What follows belongs to an exercise in optimizing a design on an open flow for a short achievable clock period and few clock cycles; a production flow would make more cautious choices. The RTL was checked by simulation tests, not by an equivalence proof against the original design. No activity file was given, so power comes from the tool's default toggle rates.

[design/flow/config.mk]
export PLATFORM = sky130hd
export DESIGN_NAME = openmips
export DESIGN_NICKNAME = openmips
export VERILOG_FILES = /design/flow/design.v
export SDC_FILE = /design/flow/constraint.sdc
export NUM_CORES = 4
export LEC_CHECK = 0
export ABC_CLOCK_PERIOD_IN_PS = 4000
export CAP_MARGIN = 20
export CORE_MARGIN = 2
export CORE_UTILIZATION = 40
export SETUP_SLACK_MARGIN = 5
export SLEW_MARGIN = 20
[design/flow/constraint.sdc]
create_clock -name core_clock -period 12.0 [get_ports {clk}]
set_input_delay 2.4000 -clock core_clock [delete_from_list [all_inputs] [get_ports {clk}]]
set_output_delay 2.4000 -clock core_clock [all_outputs]
set_load 0.01 [all_outputs]
[design/flow/design.v]
module openmips(
	input  wire        clk,
	input  wire        rst,
	input  wire [31:0] rom_data_i,
	output wire [31:0] rom_addr_o,
	output wire        rom_ce_o,
	input  wire [31:0] ram_data_i,
	output wire [31:0] ram_addr_o,
	output wire [31:0] ram_data_o,
	output wire        ram_we_o,
	output wire [3:0]  ram_sel_o,
	output wire        ram_ce_o,
	output wire        artificial_go_out
);
	reg  [31:0] pc;
	reg         fd_valid;
	reg  [31:0] fd_inst;
	reg  [31:0] fd_pc;
	reg         fd_pred;           
	reg         dx_valid;
	reg         dx_we;             
	reg  [4:0]  dx_rd;
	reg         dx_early;          
	reg         dx_load;
	reg         dx_mem;            
	reg         dx_store;
	reg  [2:0]  dx_f3;
	reg  [31:0] dx_a, dx_b;
	reg         dx_fa, dx_fb, dx_fs;    
	reg         dx_sub, dx_sra;
	reg  [31:0] dx_addr;
	reg  [3:0]  dx_sel;
	reg  [31:0] dx_sdata;
	reg  [31:0] xw_res;
	reg  [31:0] regs [1:31];
	assign rom_addr_o        = pc;
	assign rom_ce_o          = 1'b1;
	assign ram_addr_o        = dx_addr;
	assign ram_sel_o         = dx_sel;
	assign ram_ce_o          = dx_mem;
	assign artificial_go_out = dx_mem;
	assign ram_we_o          = dx_store & ~rst;
	wire [31:0] st_w = dx_fs ? xw_res : dx_sdata;
	assign ram_data_o = (dx_f3[1:0] == 2'b00) ? {4{st_w[7:0]}} :
	                    (dx_f3[1:0] == 2'b01) ? {2{st_w[7:0], st_w[15:8]}} :
	                    {st_w[7:0], st_w[15:8], st_w[23:16], st_w[31:24]};
	wire [31:0] xa = dx_fa ? xw_res : dx_a;
	wire [31:0] xb = dx_fb ? xw_res : dx_b;
	wire [31:0] x_sum = dx_sub ? (xa - xb) : (xa + xb);
	wire        x_lt  = ($signed(xa) < $signed(xb));
	wire        x_ltu = (xa < xb);
	wire [31:0] x_sll = xa << xb[4:0];
	wire signed [31:0] x_sra = $signed(xa) >>> xb[4:0];
	wire [31:0] x_srl = dx_sra ? x_sra : (xa >> xb[4:0]);
	reg  [31:0] x_alu;
	always @(*) begin
		case (dx_f3)
			3'd0: x_alu = x_sum;
			3'd1: x_alu = x_sll;
			3'd2: x_alu = {31'b0, x_lt};
			3'd3: x_alu = {31'b0, x_ltu};
			3'd4: x_alu = xa ^ xb;
			3'd5: x_alu = x_srl;
			3'd6: x_alu = xa | xb;
			default: x_alu = xa & xb;
		endcase
	end
	wire [1:0] lo = dx_addr[1:0];
	wire [7:0] ld_b = (lo == 2'd0) ? ram_data_i[31:24] : (lo == 2'd1) ? ram_data_i[23:16] :
	                  (lo == 2'd2) ? ram_data_i[15:8] : ram_data_i[7:0];
	wire [15:0] ld_h = lo[1] ? {ram_data_i[7:0], ram_data_i[15:8]} : {ram_data_i[23:16], ram_data_i[31:24]};
	reg  [31:0] x_ld;
	always @(*) begin
		case (dx_f3)
			3'd0: x_ld = {{24{ld_b[7]}}, ld_b};
			3'd1: x_ld = {{16{ld_h[15]}}, ld_h};
			3'd4: x_ld = {24'b0, ld_b};
			3'd5: x_ld = {16'b0, ld_h};
			default: x_ld = {ram_data_i[7:0], ram_data_i[15:8], ram_data_i[23:16], ram_data_i[31:24]};
		endcase
	end
	wire [31:0] x_res = dx_load ? x_ld : dx_early ? dx_a : x_alu;
	wire        x_wr  = dx_valid & dx_we;
	always @(posedge clk) begin
		xw_res <= x_res;
		if (x_wr) regs[dx_rd] <= x_res;
	end
	wire [31:0] ins = fd_inst;
	wire [6:0]  op  = ins[6:0];
	wire [2:0]  f3  = ins[14:12];
	wire [4:0]  rs1 = ins[19:15];
	wire [4:0]  rs2 = ins[24:20];
	wire [4:0]  rd  = ins[11:7];
	wire is_lui   = (op == 7'b0110111);
	wire is_auipc = (op == 7'b0010111);
	wire is_jal   = (op == 7'b1101111);
	wire is_jalr  = (op == 7'b1100111);
	wire is_br    = (op == 7'b1100011);
	wire is_load  = (op == 7'b0000011);
	wire is_store = (op == 7'b0100011);
	wire is_opi   = (op == 7'b0010011);
	wire is_op    = (op == 7'b0110011);
	wire [31:0] imm_i = {{20{ins[31]}}, ins[31:20]};
	wire [31:0] imm_s = {{20{ins[31]}}, ins[31:25], ins[11:7]};
	wire [31:0] imm_b = {{19{ins[31]}}, ins[31], ins[7], ins[30:25], ins[11:8], 1'b0};
	wire [31:0] imm_u = {ins[31:12], 12'b0};
	wire [31:0] rf1 = (rs1 == 5'd0) ? 32'b0 : regs[rs1];
	wire [31:0] rf2 = (rs2 == 5'd0) ? 32'b0 : regs[rs2];
	wire m1 = dx_valid & dx_we & (dx_rd == rs1);
	wire m2 = dx_valid & dx_we & (dx_rd == rs2);
	wire [31:0] c1 = m1 ? x_res : rf1;
	wire [31:0] c2 = m2 ? x_res : rf2;
	wire [31:0] e1 = m1 ? dx_a : rf1;
	wire needs_base = is_jalr | is_load | is_store;
	wire d_stall = fd_valid & needs_base & m1 & ~dx_early;
	reg br_taken;
	always @(*) begin
		case (f3)
			3'd0: br_taken = (c1 == c2);
			3'd1: br_taken = (c1 != c2);
			3'd4: br_taken = ($signed(c1) < $signed(c2));
			3'd5: br_taken = ($signed(c1) >= $signed(c2));
			3'd6: br_taken = (c1 < c2);
			default: br_taken = (c1 >= c2);
		endcase
	end
	wire [31:0] pc_plus4  = fd_pc + 32'd4;
	wire [31:0] br_target = fd_pc + imm_b;
	wire [31:0] jalr_target = (e1 + imm_i) & 32'hfffffffe;
	wire br_mis = is_br & (br_taken != fd_pred);
	wire d_go = fd_valid & ~d_stall;
	wire d_redirect = d_go & (is_jalr | br_mis);
	wire [31:0] d_target = is_jalr ? jalr_target : (fd_pred ? pc_plus4 : br_target);
	wire [31:0] mem_addr = e1 + (is_store ? imm_s : imm_i);
	always @(posedge clk) begin
		if (rst) begin
			dx_valid <= 1'b0;
			dx_mem   <= 1'b0;
			dx_store <= 1'b0;
		end else begin
			dx_valid <= d_go;
			dx_mem   <= d_go & (is_load | is_store);
			dx_store <= d_go & is_store;
		end
		dx_we    <= (is_lui | is_auipc | is_jal | is_jalr | is_load | is_opi | is_op) & (rd != 5'd0);
		dx_rd    <= rd;
		dx_early <= is_lui | is_auipc | is_jal | is_jalr;
		dx_load  <= is_load;
		dx_f3    <= is_load | is_store ? f3 : (is_opi | is_op) ? f3 : 3'd0;
		dx_sub   <= is_op & ins[30] & (f3 == 3'd0);
		dx_sra   <= ins[30];
		dx_a     <= is_lui ? imm_u : is_auipc ? (fd_pc + imm_u) : (is_jal | is_jalr) ? pc_plus4 : rf1;
		dx_fa    <= m1 & (is_opi | is_op);
		dx_b     <= is_op ? rf2 : imm_i;
		dx_fb    <= m2 & is_op;
		dx_fs    <= m2;
		dx_sdata <= rf2;
		dx_addr  <= mem_addr;
		dx_sel   <= (f3[1:0] == 2'b00) ? (4'b0001 << mem_addr[1:0]) :
		            (f3[1:0] == 2'b01) ? (mem_addr[1] ? 4'b1100 : 4'b0011) : 4'b1111;
	end
	reg  [31:0] ic_data [0:15];
	reg  [9:0]  ic_tag  [0:15];
	reg  [15:0] ic_valid;
	wire [3:0]  ic_idx = pc[5:2];
	wire ic_hit = ic_valid[ic_idx] & (ic_tag[ic_idx] == pc[15:6]) &
	              ~(dx_store & (dx_addr[15:2] == pc[15:2]));
	wire [3:0]  st_idx = dx_addr[5:2];
	wire st_inv = dx_store & (ic_tag[st_idx] == dx_addr[15:6]);
	always @(posedge clk) begin
		if (!dx_mem) begin
			ic_data[ic_idx] <= rom_data_i;
			ic_tag[ic_idx]  <= pc[15:6];
		end
		if (rst)
			ic_valid <= 16'b0;
		else if (!dx_mem)
			ic_valid[ic_idx] <= 1'b1;
		else if (st_inv)
			ic_valid[st_idx] <= 1'b0;
	end
	wire [31:0] f_ins = dx_mem ? ic_data[ic_idx] : rom_data_i;
	wire f_jal = (f_ins[6:0] == 7'b1101111);
	wire f_bbr = (f_ins[6:0] == 7'b1100011) & f_ins[31];
	wire f_pred = f_jal | f_bbr;
	wire [31:0] f_off = f_jal ? {{12{f_ins[31]}}, f_ins[19:12], f_ins[20], f_ins[30:21], 1'b0}
	                          : {{20{f_ins[31]}}, f_ins[7], f_ins[30:25], f_ins[11:8], 1'b0};
	wire f_fetch = ~dx_mem | ic_hit;
	always @(posedge clk) begin
		if (rst) begin
			pc       <= 32'b0;
			fd_valid <= 1'b0;
		end else if (d_redirect) begin
			pc       <= d_target;
			fd_valid <= 1'b0;
		end else if (d_stall) begin
		end else if (f_fetch) begin
			pc       <= f_pred ? (pc + f_off) : (pc + 32'd4);
			fd_valid <= 1'b1;
		end else begin
			fd_valid <= 1'b0;
		end
		if (!d_stall) begin
			fd_inst <= f_ins;
			fd_pc   <= pc;
			fd_pred <= f_pred;
		end
	end
endmodule
[design/flow/run.sh]
#!/bin/bash
# synth_recipe.tcl (not shown) runs the flow's synth.tcl, then flattens the netlist and writes it again
# the make line also repeats each setting of config.mk as NAME=value (left out here)
make -C /OpenROAD-flow-scripts/flow DESIGN_CONFIG=/design/flow/config.mk WORK_HOME=/design/flow/orfs CLKGATE_MAP_FILE= SYNTH_SCRIPT=/design/flow/synth_recipe.tcl finish
==> notes.md <==
flip-flops by register name (all words and copies together) (netlist names), 32 cells and up, named ones only:
| signal | flops |
|---|---|
| ic_data | 512 |
| dx_a | 32 |
| regs | 992 |
| fd_inst | 32 |
| dx_sdata | 32 |
| xw_res | 32 |
| pc | 32 |
| fd_pc | 32 |
| dx_addr | 32 |
| ic_tag | 160 |
| dx_b | 32 |
critical path: cells and delay by family (launching register included):
family	cells	cell delay (ps)
flip-flops	1	410
AND/OR/NAND/NOR	6	1130
adder cells (fa/ha/maj)	1	280
multiplexers	6	2110
AO/OA/AOI/OAI	9	2530
buffers and inverters	7	1190
final cells by class:
type	count	area (sq um)	area share
flip-flops and latches	1975	56900	0.479
well taps	3402	4260	0.0358
diodes	7	17.5	0.000147
repair buffers	439	4280	0.0360
inverters	174	661	0.00555
clock inverters	128	1290	0.0108
multi-input cells	4706	46200	0.388
clock buffers	251	5360	0.0451
placed cells by master (no fill, tap or decap), drive strengths merged, types with 49 or more instances in the layout:
| cell | instances |
|---|---|
| edfxtp | 1729 |
| mux4 | 803 |
| nor2 | 539 |
| a21oi | 521 |
| mux2i | 431 |
| nand2 | 355 |
| o21ai | 317 |
| buf | 265 |
| clkbuf | 258 |
| ha | 254 |
| dfxtp | 246 |
| inv | 179 |
| clkdlybuf4s50 | 160 |
| xnor2 | 136 |
| a21o | 126 |
| nor3 | 123 |
| clkinv | 104 |
| xor2 | 90 |
| nand3 | 84 |
| mux2 | 73 |
| a211oi | 69 |
| o211ai | 62 |
| nor2b | 59 |
| o22ai | 49 |
where the power goes:
part           switching [mW]  internal, mW  total [mW]  leakage [nW]
clock network            2.80          3.52        6.32          3.24
registers               0.349          8.10        8.45          17.8
logic                    2.60          1.44        4.04          19.5
total                    5.75          13.1        18.8          40.6
worst max path at each step:
stage                           to  cells past startpoint
3_5_place_dp             flip-flop                     29
6_report       pc[29]$_SDFFE_PP0P_                     29
3_3_place_gp             flip-flop                     28
5_1_grt         pc[5]$_SDFFE_PP0P_                     32
2_1_floorplan  pc[31]$_SDFFE_PP0P_                     31
4_1_cts        pc[31]$_SDFFE_PP0P_                     30
logic make-up after synthesis:
family                   after synthesis
AO/OA/AOI/OAI                       1511
XOR/XNOR                             226
adder cells (fa/ha/maj)              261
buffers and inverters                675
flip-flops                          1975
multiplexers                        1306
other                                  1
AND/OR/NAND/NOR                     1392
repair_timing:
action	in CTS	in global routing
resized for setup	183	67
setup buffers	51	19
endpoints found under the setup margin	37	37
hold buffers	0	0
cloned	14	3
pin swaps	50	32
per-layer routing:
| layer | wire (um) | part of all wire | global-route usage | vias to the layer above |
|---|---|---|---|---|
| met5 | 159 | 0.00043 | 0 | - |
| met4 | 21800 | 0.059 | 0.139 | 26 |
| met3 | 32300 | 0.087 | 0.0567 | 854 |
| met2 | 171000 | 0.46 | 0.430 | 3731 |
| met1 | 146000 | 0.39 | 0.363 | 37026 |
| li1 | - | - | - | 29596 |
metrics by stage:
stage / hold WS (ps) / setup slack [ps] / instance area (sq um) / power [mW]
after CTS: 435 / 4550 / 118000 / 18.8
after floorplan: 393 / 4850 / 104000 / 10.7
final: 444 / 4280 / 119000 / 18.8
after detailed placement: 428 / 2690 / 110000 / 12.3
after global placement: 433 / 2890 / 110000 / 12.3
after global routing: 454 / 4190 / 119000 / 19.4
==> impl_metrics.sql <==
INSERT INTO impl_metrics (metric_group, metric, value, unit) VALUES
('global_route', 'grt_antenna_before_repair', '22', ''),
('logic_synthesis', 'synth.largest_area_cell', 'sky130_fd_sc_hd__edfxtp_1', ''),
('drt', 'wirelength', '371000', 'um'),
('global_route', 'grt_max_degree', '123', ''),
('logic_synthesis', 'syn_nets', '7674', ''),
('logic_synthesis', 'yosysMostFrequentCell', 'sky130_fd_sc_hd__edfxtp_1', ''),
('logic_synthesis', 'synth.top_cell.area_share', '0.500', ''),
('drt', 'drc', '0', ''),
('drt', 'drtIter0Drc', '9133', ''),
('global_route', 'global_route_wire_length_before_repair', '521000', 'um'),
('layout', 'area_growth', '14.5', '%'),
('critical_path', 'reg2reg_depth', '29', ''),
('logic_synthesis', 'synth_compound_gate_area_share', '0.0913', ''),
('drt', 'drt-wirelength-per-cell', '33.4', 'um'),
('floorplanning', 'std_cell_rows', '187', ''),
('pwr', 'peakVddDrop', '150', 'uV'),
('timing', 'final_max_slew_viol_count', '0', ''),
('logic_synthesis', 'syn-cell-area', '0.104', 'sq mm'),
('critical_path', 'crit_path_max_incr_delay', '770', 'ps'),
('floorplanning', 'die_height', '514', 'um'),
('floorplanning', 'design.portCount', '170', ''),
('critical_path', 'critical_path.startpoint', 'dx_fa$_DFF_P_', ''),
('critical_path', 'crit-reg2reg-launch', 'dx_fa$_DFF_P_', ''),
('logic_synthesis', 'synthAdderAreaFrac', '0.0320', ''),
('drt', 'route.antenna.remaining_nets', '0', ''),
('clock_tree', 'clk_transition_reported_paths', '70', 'ps'),
('timing', 'fmax', '0.130', 'GHz'),
('floorplanning', 'core_region_area', '0.259', 'sq mm'),
('floorplanning', 'initial_core_util', '0.401', ''),
('clock_tree', 'cts.root.buffer_cell', 'sky130_fd_sc_hd__clkbuf_16', ''),
('drt', 'post_drt_via_cell_ratio', '6.43', ''),
('pwr', 'power.static_leakage', '40.6', 'nW'),
('logic_synthesis', 'synth_edf_count', '1729', ''),
('global_route', 'grt_remaining_overflow', '0', ''),
('critical_path', 'worstReg2RegEnd', 'pc[29]$_SDFFE_PP0P_', ''),
('critical_path', 'worst_path_most_repeated_cell', 'sky130_fd_sc_hd__mux2i_1', ''),
('clock_tree', 'htreeDepth', '4', ''),
('timing', 'timing_worst_slew_pin_value', '1280', 'ps'),
('pwr', 'cellPowerDensity', '158', 'mW/mm^2'),
('logic_synthesis', 'synth_mux_area_frac', '0.224', ''),
('global_route', 'grtUsageTotal', '0.275', ''),
('timing', 'rsz_0062_raised_after_global_routing', 'yes', ''),
('global_route', 'grt_pass1_vias', '70014', ''),
('clock_tree', 'clk_lat_worst_skew', '870', 'ps'),
('logic_synthesis', 'flip_flop_and_latch_count_after_synthesis', '1975', ''),
('logic_synthesis', 'synth-main-ff-cell', 'sky130_fd_sc_hd__edfxtp_1', ''),
('critical_path', 'critPathRequiredTime', '12790', 'ps'),
('logic_synthesis', 'ys.warnings.count', '1', ''),
('logic_synthesis', 'yosys.cell_types.count', '95', ''),
('critical_path', 'cp_data_arrival_time', '8510', 'ps'),
('critical_path', 'crit_type', 'reg2reg', ''),
('clock_tree', 'cts-buffers-inserted', '205', ''),
('logic_synthesis', 'synthesis.instances', '7347', ''),
('worst_hold_path', 'hold_start', 'pc[9]$_SDFFE_PP0P_', ''),
('place', 'global_placer_s_final_weighted_congestion', '0.980', ''),
('drt', 'vias', '71233', ''),
('timing', 'timing.slew.headroom', '0.149', ''),
('logic_synthesis', 'post_synth.cell_area_avg', '14.1', 'sq um'),
('job', 'max_cap_viols', '0', ''),
('critical_path', 'critical_path_capture_point_type', 'flip-flop', ''),
('logic_synthesis', 'combinational_family_with_the_most_area_after_synthesis', 'multiplexers', ''),
('clock_tree', 'cts_buffer_depth', '3', ''),
('floorplanning', 'area_enclosed_by_the_die_boundary', '0.264', 'sq mm'),
('status', 'result_of_the_run', 'timing/DRC/antenna clean', ''),
('worst_hold_path', 'worst_hold_path_type', 'reg2reg', ''),
('worst_hold_path', 'min_delay_worst_endpoint', 'fd_pc[9]$_DFFE_PN_', ''),
('timing', 'setup_viol', '0', ''),
('timing', 'period_minus_slack', '7720', 'ps'),
('layout', 'drive_above_1_share', '0.230', ''),
('clock_tree', 'tritoncts_clock_tree', 'built', ''),
('worst_hold_path', 'holdPathStages', '0', '');
Testbench counts, summed over its fixed seeds: cycles 61,282.

-- port drivers added, routing unchanged --
No port has a modelled driver above. Below, the same layout with a new extraction and two added sets of constraints. Step 1, drivers: a clkbuf_16 drives clk and a buf_2 each remaining input, both assumed. Step 2 moves the port delays by t, midway between the first and last clock arrival at a register: inputs arrive t later, outputs are due t later. That takes back most of the time a late clock gives input paths. Slacks: ideal / step 1 / step 2; pairs: ideal / step 1.
t (ns): 0.933
slack for setup (ns): 4.279 / 4.279 / 3.568
worst setup path after step 2: input to register
latest minus earliest clock arrival (ns): 0.098 / 0.097
After both steps this run still meets setup and hold. The setup slack of this run moves by 0.000 ns with the drivers and by -0.711 ns with both steps.
